From an optimization exercise on the open Yosys and OpenROAD flow, aimed at small area; shortcuts taken in it are not production practice.
Function was checked by simulation only, so behaviour that the tests miss may differ from the original.

==> try-willow: inputs <==
## ADPLL
module ADPLL #(
    parameter PW=32, DW=12, AW=10
)(
    input wire clk, rst,     
    input wire signed [DW-1:0] in,
    input wire signed [PW-1:0] base_freq,
    output logic signed [DW-1:0] sin, cos,
    output logic signed [PW-1:0] freq
);
make LEC_CHECK=0 CAP_MARGIN=20 CORE_MARGIN=2 CORE_UTILIZATION=40 SLEW_MARGIN=20 SYNTH_MEMORY_MAX_BITS=16384 finish   # period 10.0 ns
run.sh (not shown) runs the stock make flow with config.mk's settings and CLKGATE_MAP_FILE= SYNTH_SCRIPT=/design/flow/synth_recipe.tcl, a recipe that flattens the netlist after the stock synthesis.
==> try-amber (differences from try-willow) <==
--- a/flow/design.v
+++ b/flow/design.v
@@ -1,51 +1,22 @@
 `timescale 1ns/100ps
 `default_nettype none
-module Rca #(parameter W = 8)(
-    input wire [W-1:0] a, b,
-    input wire ci,
-    output wire [W-1:0] s,
-    output wire co
-);
-    wire [W:0] c;
-    assign c[0] = ci;
-    for(genvar i = 0; i < W; i++) begin : g
-        assign c[i+1] = (a[i] & b[i]) | (c[i] & (a[i] ^ b[i]));
-    end
-    assign s = a ^ b ^ c[W-1:0];
-    assign co = c[W];
-endmodule
-module Csel #(parameter W = 32, K = 16)(
-    input wire [W-1:0] a, b,
-    input wire ci,
-    output wire [W-1:0] s
-);
-    wire cl, c0, c1;
-    wire [W-K-1:0] h0, h1;
-    Rca #(K) lo(a[K-1:0], b[K-1:0], ci, s[K-1:0], cl);
-    Rca #(W-K) hi0(a[W-1:K], b[W-1:K], 1'b0, h0, c0);
-    Rca #(W-K) hi1(a[W-1:K], b[W-1:K], 1'b1, h1, c1);
-    assign s[W-1:K] = cl ? h1 : h0;
-endmodule
 module WordRing #(parameter W = 12, L = 6, PB = 3)(
-    input wire clk, clr, arm, shiftp, neg,
+    input wire clk, clr, arm, shiftp,
     input wire [W-1:0] term,
     output wire [W-1:0] head,
     output logic [PB-1:0] phase,
     output wire run
 );
     logic [W-1:0] r [L];
     logic pending, started;
     assign head = r[0];
     assign run = started | (pending & (phase == '0));
     wire last = (phase == PB'(L - 1));
     wire [W-1:0] base = shiftp ? (last ? '0 : r[1]) : r[0];
-    wire [W-1:0] sum;
-    wire co;
-    Rca #(W) add(base, term ^ {W{neg}}, neg, sum, co);
-    wire [W-1:0] tail = clr ? '0 : run ? sum : r[0];
+    wire [W-1:0] tail = clr ? '0 : run ? base + term : r[0];
     always_ff@(posedge clk) begin
         for(int j = 0; j < L - 1; j++) r[j] <= r[j+1];
         r[L-1] <= tail;
         phase <= (clr | last) ? '0 : phase + 1'b1;
     end
     always_ff@(posedge clk) begin
@@ -66,24 +37,20 @@
     input wire [5:0] lo,
     input wire signed [11:0] in,
     output logic [10:0] f
 );
     localparam DW = 38;
     logic signed [DW-1:0] i1, i2, i3;
-    wire [DW-1:0] i1n, i2n, i3n;
-    Csel #(DW, 19) a1(i1, DW'(in), 1'b0, i1n);
-    Csel #(DW, 19) a2(i2, i1, 1'b0, i2n);
-    Csel #(DW, 19) a3(i3, i2, 1'b0, i3n);
     always_ff@(posedge clk) begin
         if(rst) begin
             i1 <= '0; i2 <= '0; i3 <= '0;
         end
         else begin
-            i1 <= i1n;
-            i2 <= i2n;
-            i3 <= i3n;
+            i1 <= i1 + in;
+            i2 <= i2 + i1;
+            i3 <= i3 + i2;
         end
     end
     logic [39:0] dr, q1, q2, q3;
     wire load = (hi == 4'd9) && (lo == 6'd38);
     wire b0 = (hi == 4'd7) && (lo == 6'd39);
     wire qact = !init && (b0 || (hi == 4'd8 && lo <= 6'd36));
@@ -166,13 +133,14 @@
                 3'd1, 3'd4: begin p = p0448; neg = 1'b1; end
                 3'd2, 3'd3: p = p29;
                 default: p = '0;
             endcase
         end
     end
-    WordRing #(12, 6, 3) ring(Clock, Clr, Arm, Odd, neg, p, head, phase, run);
+    wire [11:0] term = neg ? -p : p;
+    WordRing #(12, 6, 3) ring(Clock, Clr, Arm, Odd, term, head, phase, run);
     always_ff@(posedge Clock) begin
         if(Clr) Out <= '0;
         else if(run && Odd && phase == 3'd0) Out <= head[11:1];
     end
 endmodule
 module FIR_Kaiser_17Taps_LP_0d500
@@ -208,13 +176,14 @@
                 3'd1, 3'd6: p = p0156;
                 3'd2, 3'd5: begin p = p066; neg = 1'b1; end
                 default: p = p30;
             endcase
         end
     end
-    WordRing #(12, 8, 3) ring(Clock, Clr, Arm, Odd, neg, p, head, phase, run);
+    wire [11:0] term = neg ? -p : p;
+    WordRing #(12, 8, 3) ring(Clock, Clr, Arm, Odd, term, head, phase, run);
     always_ff@(posedge Clock) begin
         if(Clr) Out <= '0;
         else if(run && Odd && phase == 3'd0) Out <= head[11:3];
     end
 endmodule
 module FIR_Kaiser_25Taps_LP_0d125
@@ -258,13 +227,14 @@
             5'd9, 5'd13: p = p1028;
             5'd10, 5'd12: p = p119;
             5'd11: p = p125;
             default: p = '0;
         endcase
     end
-    WordRing #(11, 23, 5) ring(Clock, Clr, Arm, 1'b1, neg, p[10:0], head, phase, run);
+    wire [10:0] term = neg ? -p[10:0] : p[10:0];
+    WordRing #(11, 23, 5) ring(Clock, Clr, Arm, 1'b1, term, head, phase, run);
     always_ff@(posedge Clock) begin
         if(Clr) begin
             Out <= '0;
             Prev <= '0;
         end
         else if(run && phase == 5'd0) begin
@@ -276,18 +246,16 @@
 module OrthDDS (
     input wire clk, rst,
     input wire [31:0] freq,
     output logic signed [11:0] sin, cos
 );
     logic [31:0] phaseAcc;
-    wire [31:0] phaseNext;
-    Csel #(32, 16) acc(phaseAcc, freq, 1'b0, phaseNext);
     logic [9:0] phSum;
     always_ff@(posedge clk) begin
         if(rst) phaseAcc <= '0;
-        else phaseAcc <= phaseNext;
+        else phaseAcc <= phaseAcc + freq;
     end
     always_ff@(posedge clk) begin
         if(rst) phSum <= '0;
         else phSum <= phaseAcc[31:22];
     end
     wire [1:0] q = phSum[9:8];
@@ -354,34 +322,28 @@
     logic signed [10:0] s;
     logic signed [32:0] x_acc;
     wire signed [24:0] xp_prod = s * 25'sd10737;
     wire signed [17:0] xi_prod = s * 18'sd69;
     wire signed [14:0] xp = xp_prod[24:10];
     wire signed [7:0] xi = xi_prod[17:10];
-    wire signed [33:0] xi_sum;
-    Csel #(34, 17) xadd(34'(x_acc), 34'(xi), 1'b0, xi_sum);
+    wire signed [33:0] xi_sum = x_acc + xi;
     always_ff@(posedge clk) begin
         if(rst) begin
             s <= '0;
             x_acc <= '0;
         end
         else if(en_62k5) begin
             s <= y3_prev;
             if(xi_sum > 34'sh080000000) x_acc <= 33'sh080000000;
             else if(xi_sum < -34'sh080000000) x_acc <= -33'sh080000000;
             else x_acc <= xi_sum[32:0];
         end
     end
-    wire [31:0] fa = base_freq, fb = 32'(xp), fc = x_acc[31:0];
-    wire [31:0] fs = fa ^ fb ^ fc;
-    wire [31:0] fcy = (fa & fb) | (fa & fc) | (fb & fc);
-    wire [31:0] freq_next;
-    Csel #(32, 16) fadd(fs, {fcy[30:0], 1'b0}, 1'b0, freq_next);
     always_ff@(posedge clk) begin
         if(rst) freq <= base_freq;
-        else freq <= freq_next;
+        else freq <= base_freq + 32'(xp) + x_acc[31:0];
     end
     OrthDDS theDds(clk, rst, freq, sin, cos);
 endmodule
 module QuarterSin0(
     input wire [7:0] a,
     output logic [10:0] y
==> results.yml <==
outcome:
  status: "no timing/DRC/antenna violations"
final_layout:
  diodes: 1
  multi_input_cells: 4631
  n_fill_cell: 14100
route:
  dr_wl_met2_mm: 63.2
synth:
  synth_fp_nets: 7371
-- figures above: try-amber

==> results.yml <==
outcome:
  violations: "negative setup slack"
  status: "finished with violations"
timing:
  setup_ws_ps: -1860
  setup_violations: 49
-- figures above: try-willow


* * *

==> inputs of try-umber <==
ADPLL, a different RTL version from the one above (not shown whole).
make LEC_CHECK=0 CAP_MARGIN=20 CORE_MARGIN=2 CORE_UTILIZATION=65 CTS_BUF_LIST=sky130_fd_sc_hd__clkbuf_8 CTS_CLUSTER_DIAMETER=50 CTS_CLUSTER_SIZE=20 PLACE_DENSITY=0.75 SLEW_MARGIN=20 SYNTH_MEMORY_MAX_BITS=16384 finish   # period 10.0 ns
==> try-pepper: changes against try-umber <==
--- a/flow/config.mk
+++ b/flow/config.mk
@@ -10,5 +10,5 @@
 export CORE_UTILIZATION = 65
-export CTS_BUF_LIST = sky130_fd_sc_hd__clkbuf_8
-export CTS_CLUSTER_DIAMETER = 50
-export CTS_CLUSTER_SIZE = 20
+export CTS_BUF_LIST = sky130_fd_sc_hd__clkbuf_16
+export CTS_CLUSTER_DIAMETER = 60
+export CTS_CLUSTER_SIZE = 30
 export PLACE_DENSITY = 0.75
==> qor summary <==
item	try-umber	try-pepper
Result of the run	no timing/DRC/antenna violations	no timing/DRC/antenna violations
Minimum period implied by the final worst setup slack	9.45 ns	9.56 ns
Detailed-routed wire length on met2	41500 um	42400 um
DR WL/cell	16.6 um	16.9 um
Met2 track demand over resource	0.418	0.427
Post-route core utilization	0.706	0.708
Clock root buffer	clkbuf_8	clkbuf_16
Number of antenna violations at the first check in global routing	2	0
CTS HTree Levels	3	2
Wire length after detailed routing	88700 um	89100 um
Layout overhead on the synthesized area	8.01%	8.34%
Signal buf overhead	0.0274	0.0273
Number of buffers created by CTS	87	59

* * *

==> 12-15 <==
ADPLL, a different RTL version from the one above (not shown whole).
==> flow/config.mk <==
export PLATFORM = sky130hd
export DESIGN_NAME = ADPLL
export DESIGN_NICKNAME = ADPLL
export VERILOG_FILES = /design/flow/design.v
export SDC_FILE = /design/flow/constraint.sdc
export NUM_CORES = 4
export LEC_CHECK = 0
export ABC_AREA = 1
export CAP_MARGIN = 20
export CORE_MARGIN = 2
export CORE_UTILIZATION = 65
export CTS_BUF_LIST = sky130_fd_sc_hd__clkbuf_16
export CTS_CLUSTER_DIAMETER = 60
export CTS_CLUSTER_SIZE = 30
export PLACE_DENSITY = 0.75
export SLEW_MARGIN = 20
export SYNTH_MEMORY_MAX_BITS = 16384
==> flow/constraint.sdc <==
create_clock -name core_clock -period 10.0 [get_ports {clk}]
set_input_delay 2.0000 -clock core_clock [delete_from_list [all_inputs] [get_ports {clk}]]
set_output_delay 2.0000 -clock core_clock [all_outputs]
set_load 0.01 [all_outputs]
standard.sh (not shown) runs the stock make flow with config.mk's settings and CLKGATE_MAP_FILE= SYNTH_SCRIPT=/design/flow/synth_recipe.tcl, a recipe that flattens the netlist after the stock synthesis.
==> flow/flow/run.sh <==
#!/bin/bash
# The standard layout, with the port buffers made of the platform's smallest
# buffer (sky130_fd_sc_hd__buf_1) instead of the cell buffer_ports picks by
# default. Every input and output port still gets its buffer.
set -o pipefail
cp standard.sh standard.sh.txt
export BUFFER_PORTS_ARGS="-buffer_cell sky130_fd_sc_hd__buf_1"
bash standard.sh > standard.log 2>&1
==> 09-17: changes against 12-15 <==
--- a/flow/design.v
+++ b/flow/design.v
@@ -24,34 +24,31 @@
     Rca #(K) lo(a[K-1:0], b[K-1:0], ci, s[K-1:0], cl);
     Rca #(W-K) hi0(a[W-1:K], b[W-1:K], 1'b0, h0, c0);
     Rca #(W-K) hi1(a[W-1:K], b[W-1:K], 1'b1, h1, c1);
     assign s[W-1:K] = cl ? h1 : h0;
 endmodule
-module WordRing #(parameter W = 12, L = 6, PB = 3, NP = 1, QB = 1, XP = 0)(
+module WordRing #(parameter W = 12, L = 6, PB = 3, NP = 1, QB = 1)(
     input wire clk, clr, arm, shiftp,
-    input wire [PB-1:0] xphase,    
     input wire [W-1:0] sum,        
     output wire [W-1:0] base,
     output wire [W-1:0] head,
-    output wire [PB-1:0] phase,
+    output logic [PB-1:0] phase,
     output logic [QB-1:0] pass,
     output wire run
 );
     logic [W-1:0] r [L];
     logic pending, started;
     assign head = r[0];
     assign run = started | (pending & (phase == '0));
     wire last = (phase == PB'(L - 1));
     wire lastpass = (pass == QB'(NP - 1));
     assign base = (shiftp && pass == '0) ? (last ? '0 : r[1]) : r[0];
-    wire [W-1:0] tail = (clr | run) ? sum : r[0];
-    logic [PB-1:0] ph;
-    assign phase = XP ? xphase : ph;
+    wire [W-1:0] tail = clr ? '0 : run ? sum : r[0];
     always_ff@(posedge clk) begin
         for(int j = 0; j < L - 1; j++) r[j] <= r[j+1];
         r[L-1] <= tail;
-        ph <= (clr | last) ? '0 : ph + 1'b1;
+        phase <= (clr | last) ? '0 : phase + 1'b1;
     end
     always_ff@(posedge clk) begin
         if(clr) begin
             pending <= 1'b0;
             started <= 1'b0;
@@ -199,11 +196,11 @@
         end
     end
     assign En = Run & en;
     assign Sh = Run ? sh : 4'd0;
     assign Ng = Run & en & ng;
-    WordRing #(12, 6, 3, 5, 3, 0) ring(Clock, Clr, Arm, Odd, 3'd0, Sum, Base, head, phase, pass, Run);
+    WordRing #(12, 6, 3, 5, 3) ring(Clock, Clr, Arm, Odd, Sum, Base, head, phase, pass, Run);
     always_ff@(posedge Clock) begin
         if(Clr) begin
             Out <= '0;
         end
         else if(Run && Odd && pass == 3'd0 && phase == 3'd0) begin
@@ -215,11 +212,10 @@
 (
     input wire Clock,
     input wire Clr,
     input wire Arm,
     input wire Odd,
-    input wire [5:0] Lo,
     input wire [11:0] Sum,         
     output wire [11:0] Base,       
     output wire Run,
     output logic En,
     output logic [3:0] Sh,
@@ -270,11 +266,11 @@
         end
     end
     assign En = Run & en;
     assign Sh = Run ? sh : 4'd0;
     assign Ng = Run & en & ng;
-    WordRing #(12, 8, 3, 5, 3, 1) ring(Clock, Clr, Arm, Odd, Lo[2:0], Sum, Base, head, phase, pass, Run);
+    WordRing #(12, 8, 3, 5, 3) ring(Clock, Clr, Arm, Odd, Sum, Base, head, phase, pass, Run);
     always_ff@(posedge Clock) begin
         if(Clr) begin
             Out <= '0;
         end
         else if(Run && Odd && pass == 3'd0 && phase == 3'd0) begin
@@ -503,11 +499,11 @@
     wire ng = ng1 | ng2 | ng3;
     wire [11:0] rsum;
     wire rco;
     Rca #(12) radd(bsel, term ^ {12{ng}}, ng, rsum, rco);
     FIR_Kaiser_25Taps_LP_0d125 fir3(clk, init, arm3, y2, rsum[10:0], base3, head3, run3, en3, sh3, ng3, pr, y3_prev);
-    FIR_Kaiser_17Taps_LP_0d500 fir2(clk, init, arm2, c62, lo, rsum, base2, run2, en2, sh2, ng2, y2);
+    FIR_Kaiser_17Taps_LP_0d500 fir2(clk, init, arm2, c62, rsum, base2, run2, en2, sh2, ng2, y2);
     FIR_Kaiser_13Taps_LP_0d500 fir1(clk, init, arm1, c125, rsum, base1, run1, en1, sh1, ng1, y1);
     logic pr;
     wire j42 = (hi == 4'd0) && (lo == 6'd0);
     wire j41 = (hi == 4'd9) && (lo == 6'd39);
     always_ff@(posedge clk) begin
==> flow/run.sh (new file) <==
#!/bin/bash
# synth_recipe.tcl (not shown) runs the flow's synth.tcl, then flattens the netlist and writes it again
# the make line also repeats each setting of config.mk as NAME=value (left out here)
make -C /OpenROAD-flow-scripts/flow DESIGN_CONFIG=/design/flow/config.mk WORK_HOME=/design/flow/orfs CLKGATE_MAP_FILE= SYNTH_SCRIPT=/design/flow/synth_recipe.tcl finish
removed: flow/flow/run.sh
removed: flow/standard.sh
==> 08-19: changes against 12-15 <==
--- a/flow/design.v
+++ b/flow/design.v
@@ -24,34 +24,31 @@
     Rca #(K) lo(a[K-1:0], b[K-1:0], ci, s[K-1:0], cl);
     Rca #(W-K) hi0(a[W-1:K], b[W-1:K], 1'b0, h0, c0);
     Rca #(W-K) hi1(a[W-1:K], b[W-1:K], 1'b1, h1, c1);
     assign s[W-1:K] = cl ? h1 : h0;
 endmodule
-module WordRing #(parameter W = 12, L = 6, PB = 3, NP = 1, QB = 1, XP = 0)(
+module WordRing #(parameter W = 12, L = 6, PB = 3, NP = 1, QB = 1)(
     input wire clk, clr, arm, shiftp,
-    input wire [PB-1:0] xphase,    
     input wire [W-1:0] sum,        
     output wire [W-1:0] base,
     output wire [W-1:0] head,
-    output wire [PB-1:0] phase,
+    output logic [PB-1:0] phase,
     output logic [QB-1:0] pass,
     output wire run
 );
     logic [W-1:0] r [L];
     logic pending, started;
     assign head = r[0];
     assign run = started | (pending & (phase == '0));
     wire last = (phase == PB'(L - 1));
     wire lastpass = (pass == QB'(NP - 1));
     assign base = (shiftp && pass == '0) ? (last ? '0 : r[1]) : r[0];
-    wire [W-1:0] tail = (clr | run) ? sum : r[0];
-    logic [PB-1:0] ph;
-    assign phase = XP ? xphase : ph;
+    wire [W-1:0] tail = clr ? '0 : run ? sum : r[0];
     always_ff@(posedge clk) begin
         for(int j = 0; j < L - 1; j++) r[j] <= r[j+1];
         r[L-1] <= tail;
-        ph <= (clr | last) ? '0 : ph + 1'b1;
+        phase <= (clr | last) ? '0 : phase + 1'b1;
     end
     always_ff@(posedge clk) begin
         if(clr) begin
             pending <= 1'b0;
             started <= 1'b0;
@@ -70,12 +67,10 @@
 module CicDownSampler2 (
     input wire clk, rst, init,
     input wire [3:0] hi,
     input wire [5:0] lo,
     input wire signed [11:0] in,
-    input wire [12:0] dl,          
-    output wire vs,                
     output logic [10:0] f
 );
     localparam DW = 38;
     logic [18:0] l1, l2, l3, h1, h2, h3;
     logic [39:0] dr, q1, q2;
@@ -100,14 +95,14 @@
             h1 <= h1n; h2 <= h2n; h3 <= h3n;
             c1r <= c1n; c2r <= c2n; c3r <= c3n;
             xs <= in[11];
         end
     end
-    wire b0 = (hi == 4'd6) && (lo == 6'd39);
-    wire qact = !init && (b0 || (hi == 4'd7 && lo <= 6'd36));
-    wire b37 = (hi == 4'd7) && (lo == 6'd36);
-    wire mact = !init && ((hi == 4'd7 && lo >= 6'd37) || (hi == 4'd8 && lo <= 6'd7));
+    wire b0 = (hi == 4'd7) && (lo == 6'd39);
+    wire qact = !init && (b0 || (hi == 4'd8 && lo <= 6'd36));
+    wire b37 = (hi == 4'd8) && (lo == 6'd36);
+    wire mact = !init && ((hi == 4'd8 && lo >= 6'd37) || (hi == 4'd9 && lo <= 6'd7));
     logic dprev, c1, cv, vsign;
     wire d = dr[0];
     wire d1 = b0 ? 1'b0 : dprev;      
     wire nt = ~d1;
     wire n1 = q2[0] ^ nt ^ c1;
@@ -129,14 +124,16 @@
         else if(loadh) dr <= {dr[0], dr[39], dr[38], h3, dr[18:1]};
         else dr <= {dr[0], dr[39:1]};
         q1 <= {init ? 1'b0 : qact ? n1 : q1[0], q1[39:1]};
         q2 <= {init ? 1'b0 : qact ? d : q2[0], q2[39:1]};
     end
-    assign vs = qact ? vb : mact ? vsign : 1'b0;
+    wire vs = qact ? vb : mact ? vsign : 1'b0;
+    logic [10:0] vd;
     logic [2:0] pc;
-    wire [3:0] psum = vs + dl[0] + dl[4] + dl[5] + dl[10] + pc;
+    wire [3:0] psum = vs + vd[0] + vd[4] + vd[5] + vd[10] + pc;
     always_ff@(posedge clk) begin
+        vd <= {vd[9:0], vs};
         pc <= (qact | mact) ? psum[3:1] : 3'd0;
     end
     wire fsh = mact;
     always_ff@(posedge clk) begin
         if(rst) f <= '0;
@@ -199,11 +196,11 @@
         end
     end
     assign En = Run & en;
     assign Sh = Run ? sh : 4'd0;
     assign Ng = Run & en & ng;
-    WordRing #(12, 6, 3, 5, 3, 0) ring(Clock, Clr, Arm, Odd, 3'd0, Sum, Base, head, phase, pass, Run);
+    WordRing #(12, 6, 3, 5, 3) ring(Clock, Clr, Arm, Odd, Sum, Base, head, phase, pass, Run);
     always_ff@(posedge Clock) begin
         if(Clr) begin
             Out <= '0;
         end
         else if(Run && Odd && pass == 3'd0 && phase == 3'd0) begin
@@ -215,11 +212,10 @@
 (
     input wire Clock,
     input wire Clr,
     input wire Arm,
     input wire Odd,
-    input wire [5:0] Lo,
     input wire [11:0] Sum,         
     output wire [11:0] Base,       
     output wire Run,
     output logic En,
     output logic [3:0] Sh,
@@ -270,11 +266,11 @@
         end
     end
     assign En = Run & en;
     assign Sh = Run ? sh : 4'd0;
     assign Ng = Run & en & ng;
-    WordRing #(12, 8, 3, 5, 3, 1) ring(Clock, Clr, Arm, Odd, Lo[2:0], Sum, Base, head, phase, pass, Run);
+    WordRing #(12, 8, 3, 5, 3) ring(Clock, Clr, Arm, Odd, Sum, Base, head, phase, pass, Run);
     always_ff@(posedge Clock) begin
         if(Clr) begin
             Out <= '0;
         end
         else if(Run && Odd && pass == 3'd0 && phase == 3'd0) begin
@@ -294,10 +290,11 @@
     output wire Run,
     output logic En,
     output logic [3:0] Sh,
     output logic Ng,
     input wire Shr,                
+    output logic [10:0] Out,       
     output logic [10:0] Prev       
 );
     logic [8:0] r [23];
     logic [4:0] phase;
     logic [2:0] pass;
@@ -386,19 +383,21 @@
                 if(last) pass <= lastpass ? 3'd0 : pass + 1'b1;
             end
         end
     end
     always_ff@(posedge Clock) begin
-        if(Clr | Arm) acc <= 11'd0;
+        if(Arm) acc <= 11'd0;
         else if(Run && !lastpass) acc <= Sum;
     end
     always_ff@(posedge Clock) begin
         if(Clr) begin
+            Out <= '0;
             Prev <= '0;
         end
-        else if(Arm) begin
-            Prev <= acc;
+        else if(Run && lastpass && phase == 5'd0) begin
+            Out <= acc;
+            Prev <= Out;
         end
         else if(Shr) begin
             Prev <= {Prev[10], Prev[10:1]};
         end
     end
@@ -479,15 +478,13 @@
                 if(c125) c62 <= ~c62;
                 init <= 1'b0;
             end
         end
     end
-    wire [10:0] cic_f, y1, y3_prev;
+    wire [10:0] cic_f, y1, y3, y3_prev;
     wire [8:0] y2;
-    logic [12:0] dl;
-    wire cvs;
-    CicDownSampler2 cicDs(clk, rst, init, hi, lo, mix, dl, cvs, cic_f);
+    CicDownSampler2 cicDs(clk, rst, init, hi, lo, mix, cic_f);
     wire arm3 = !init && !c125 && !c62 && (hi == 4'd0) && (lo == 6'd1);
     wire arm2 = !init && !c125 && (hi == 4'd3) && (lo == 6'd30);
     wire arm1 = !init && (hi == 4'd5) && (lo == 6'd0);
     wire run1, run2, run3, en1, en2, en3, ng1, ng2, ng3;
     wire [3:0] sh1, sh2, sh3;
@@ -502,36 +499,45 @@
     wire [11:0] bsel = ({12{run1}} & base1) | ({12{run2}} & base2) | ({12{run3}} & {1'b0, base3});
     wire ng = ng1 | ng2 | ng3;
     wire [11:0] rsum;
     wire rco;
     Rca #(12) radd(bsel, term ^ {12{ng}}, ng, rsum, rco);
-    FIR_Kaiser_25Taps_LP_0d125 fir3(clk, init, arm3, y2, rsum[10:0], base3, head3, run3, en3, sh3, ng3, pr, y3_prev);
-    FIR_Kaiser_17Taps_LP_0d500 fir2(clk, init, arm2, c62, lo, rsum, base2, run2, en2, sh2, ng2, y2);
+    FIR_Kaiser_25Taps_LP_0d125 fir3(clk, init, arm3, y2, rsum[10:0], base3, head3, run3, en3, sh3, ng3, pr, y3, y3_prev);
+    FIR_Kaiser_17Taps_LP_0d500 fir2(clk, init, arm2, c62, rsum, base2, run2, en2, sh2, ng2, y2);
     FIR_Kaiser_13Taps_LP_0d500 fir1(clk, init, arm1, c125, rsum, base1, run1, en1, sh1, ng1, y1);
     logic pr;
-    wire j42 = (hi == 4'd0) && (lo == 6'd0);
-    wire j41 = (hi == 4'd9) && (lo == 6'd39);
+    logic [5:0] j;
     always_ff@(posedge clk) begin
-        if(init) pr <= 1'b0;
-        else if(c125 && c62 && hi == 4'd8 && lo == 6'd37) pr <= 1'b1;
-        else if(j42) pr <= 1'b0;
+        if(init) begin
+            pr <= 1'b0;
+            j <= '0;
+        end
+        else if(c125 && c62 && hi == 4'd8 && lo == 6'd37) begin
+            pr <= 1'b1;
+            j <= '0;
+        end
+        else if(pr) begin
+            j <= j + 1'b1;
+            if(j == 6'd42) pr <= 1'b0;
+        end
     end
     wire st = pr & y3_prev[0];
+    logic [12:0] dl;
     logic [2:0] mc;
     logic [1:0] nc;
     wire [3:0] msum = dl[12] + dl[10] + dl[8] + !dl[3] + st + mc;
     wire [2:0] nsum = dl[5] + dl[1] + st + nc;
     always_ff@(posedge clk) begin
-        dl <= {dl[11:0], st | cvs};
+        dl <= {dl[11:0], st};
         mc <= pr ? msum[3:1] : 3'd1;
         nc <= pr ? nsum[2:1] : 2'd0;
     end
     logic [39:0] xr;
     logic [31:0] psh;
     logic [31:0] p;
     logic pc, xc, nzr, s31, ovp, ovn;
-    wire upd = pr && ((hi == 4'd9 && lo >= 6'd8) || j42);
+    wire upd = pr && j >= 6'd10;
     wire xh = xr[0];
     wire pb = msum[0] ^ xh ^ pc;
     wire xb = nsum[0] ^ xh ^ xc;
     wire clampw = (ovp | ovn) && ((hi == 4'd0 && lo >= 6'd8) || (hi == 4'd1 && lo == 6'd0));
     wire cbit = (lo == 6'd39) || (ovn && lo == 6'd0);
@@ -544,18 +550,18 @@
         end
         else begin
             pc <= 1'b0;
             xc <= 1'b0;
         end
-        if(upd && !j41 && !j42) nzr <= nzr | xb;
+        if(upd && j <= 6'd40) nzr <= nzr | xb;
         else if(!pr) nzr <= 1'b0;
-        if(j41) s31 <= xb;
+        if(j == 6'd41) s31 <= xb;
         if(init) begin
             ovp <= 1'b0;
             ovn <= 1'b0;
         end
-        else if(pr && j42) begin
+        else if(pr && j == 6'd42) begin
             ovp <= !xb & s31 & nzr;
             ovn <= xb & !s31;
         end
         else if(hi == 4'd1 && lo == 6'd1) begin
             ovp <= 1'b0;
Settings changed: ABC_AREA 1 to unset.
==> 05-04: changes against 12-15 <==
Settings changed: CORE_UTILIZATION 65 to 75, PLACE_DENSITY 0.75 to 0.85.
==> comparison table <==
                                                                                                09-17        08-19              05-04        12-15
Status                                                               no timing/DRC/antenna violations  no timing/DRC/antenna violations  no timing/DRC/antenna violations  no timing/DRC/antenna violations
Count of TritonRoute iterations in the first routing pass                                           6            6                  9            8
Number of vias in the routed layout                                                            30,994       28,831             33,443       30,609
Cells on worst reg2reg path                                                                        45           31                 31           33
Average wire length per cell after detail routing                                            18.02 um     16.89 um           20.90 um     17.01 um
Routed wire length                                                                           100.7 mm     86.77 mm           112.9 mm     94.43 mm
Number of placement rows                                                                           92           93                 85           92
Number of distinct library cell variants in the gate-level netlist after synthesis                 73           94                 70           70
Hold endpoint                                                                       fir1.ring.r[3][2]      psh[22]  fir1.ring.r[2][1]      psh[29]
Total cell area at the placement stage                                                    43,160 um^2  43,590 um^2        41,900 um^2  42,120 um^2
Number of clock buffers in the layout                                                              48           51                 47           48
Iteration-0 DRC Markers                                                                         2,984        2,653              4,502        2,883
Buffer and inverter count on the worst path                                                         3            2                  6            7
Cells after DPL                                                                                 5,510        5,056              5,322        5,475
Clock Pin Slew Worst Setup and Hold Paths                                                     0.10 ns      0.11 ns            0.11 ns      0.11 ns
Total area of multi-input combinational cells                                             19,020 um^2  21,070 um^2        18,720 um^2  18,700 um^2
Vertical die dimension                                                                       256.7 um     259.9 um           237.7 um     255.1 um
Non-CTS buffers                                                                                   137          154                141          141
Clock Sinks                                                                                       949          977                946          946

==> static timing again, ports no longer ideal <==
No port has a modelled driver above. Below, the same layouts with a new extraction and two added sets of constraints.
Step 1 (the two cells are an assumption about what drives the block):
set clk [get_ports {clk}]
set_driving_cell -lib_cell sky130_fd_sc_hd__clkbuf_16 $clk
set_driving_cell -lib_cell sky130_fd_sc_hd__buf_2 [delete_from_list [all_inputs] $clk]
Step 2 moves the port delays by t, midway between the first and last clock arrival at a register: inputs arrive t later, outputs are due t later. That takes back most of the time a late clock gives input paths.
Three values: ideal ports, drivers, drivers and shift; two values: the first two.
| run | shift t [ns] | slack for setup (ns) | hold WS [ns] |
|---|---|---|---|
| try-willow | 0.793 | -1.859 / -1.859 / -1.859 | 0.277 / 0.277 / 0.277 |
| try-amber | 0.778 | 0.862 / 0.862 / 0.862 | 0.264 / 0.264 / 0.264 |
| try-umber | 0.785 | 0.553 / 0.553 / 0.553 | 0.303 / 0.303 / 0.303 |
| try-pepper | 0.726 | 0.442 / 0.442 / 0.442 | 0.321 / 0.321 / 0.321 |
| 12-15 | 0.673 | 0.630 / 0.630 / 0.630 | 0.306 / 0.306 / 0.306 |
| 09-17 | 0.703 | 0.636 / 0.636 / 0.636 | 0.318 / 0.318 / 0.318 |
| 08-19 | 0.679 | 0.414 / 0.415 / 0.415 | 0.319 / 0.319 / 0.319 |
| 05-04 | 0.677 | 0.347 / 0.347 / 0.347 | 0.323 / 0.323 / 0.323 |
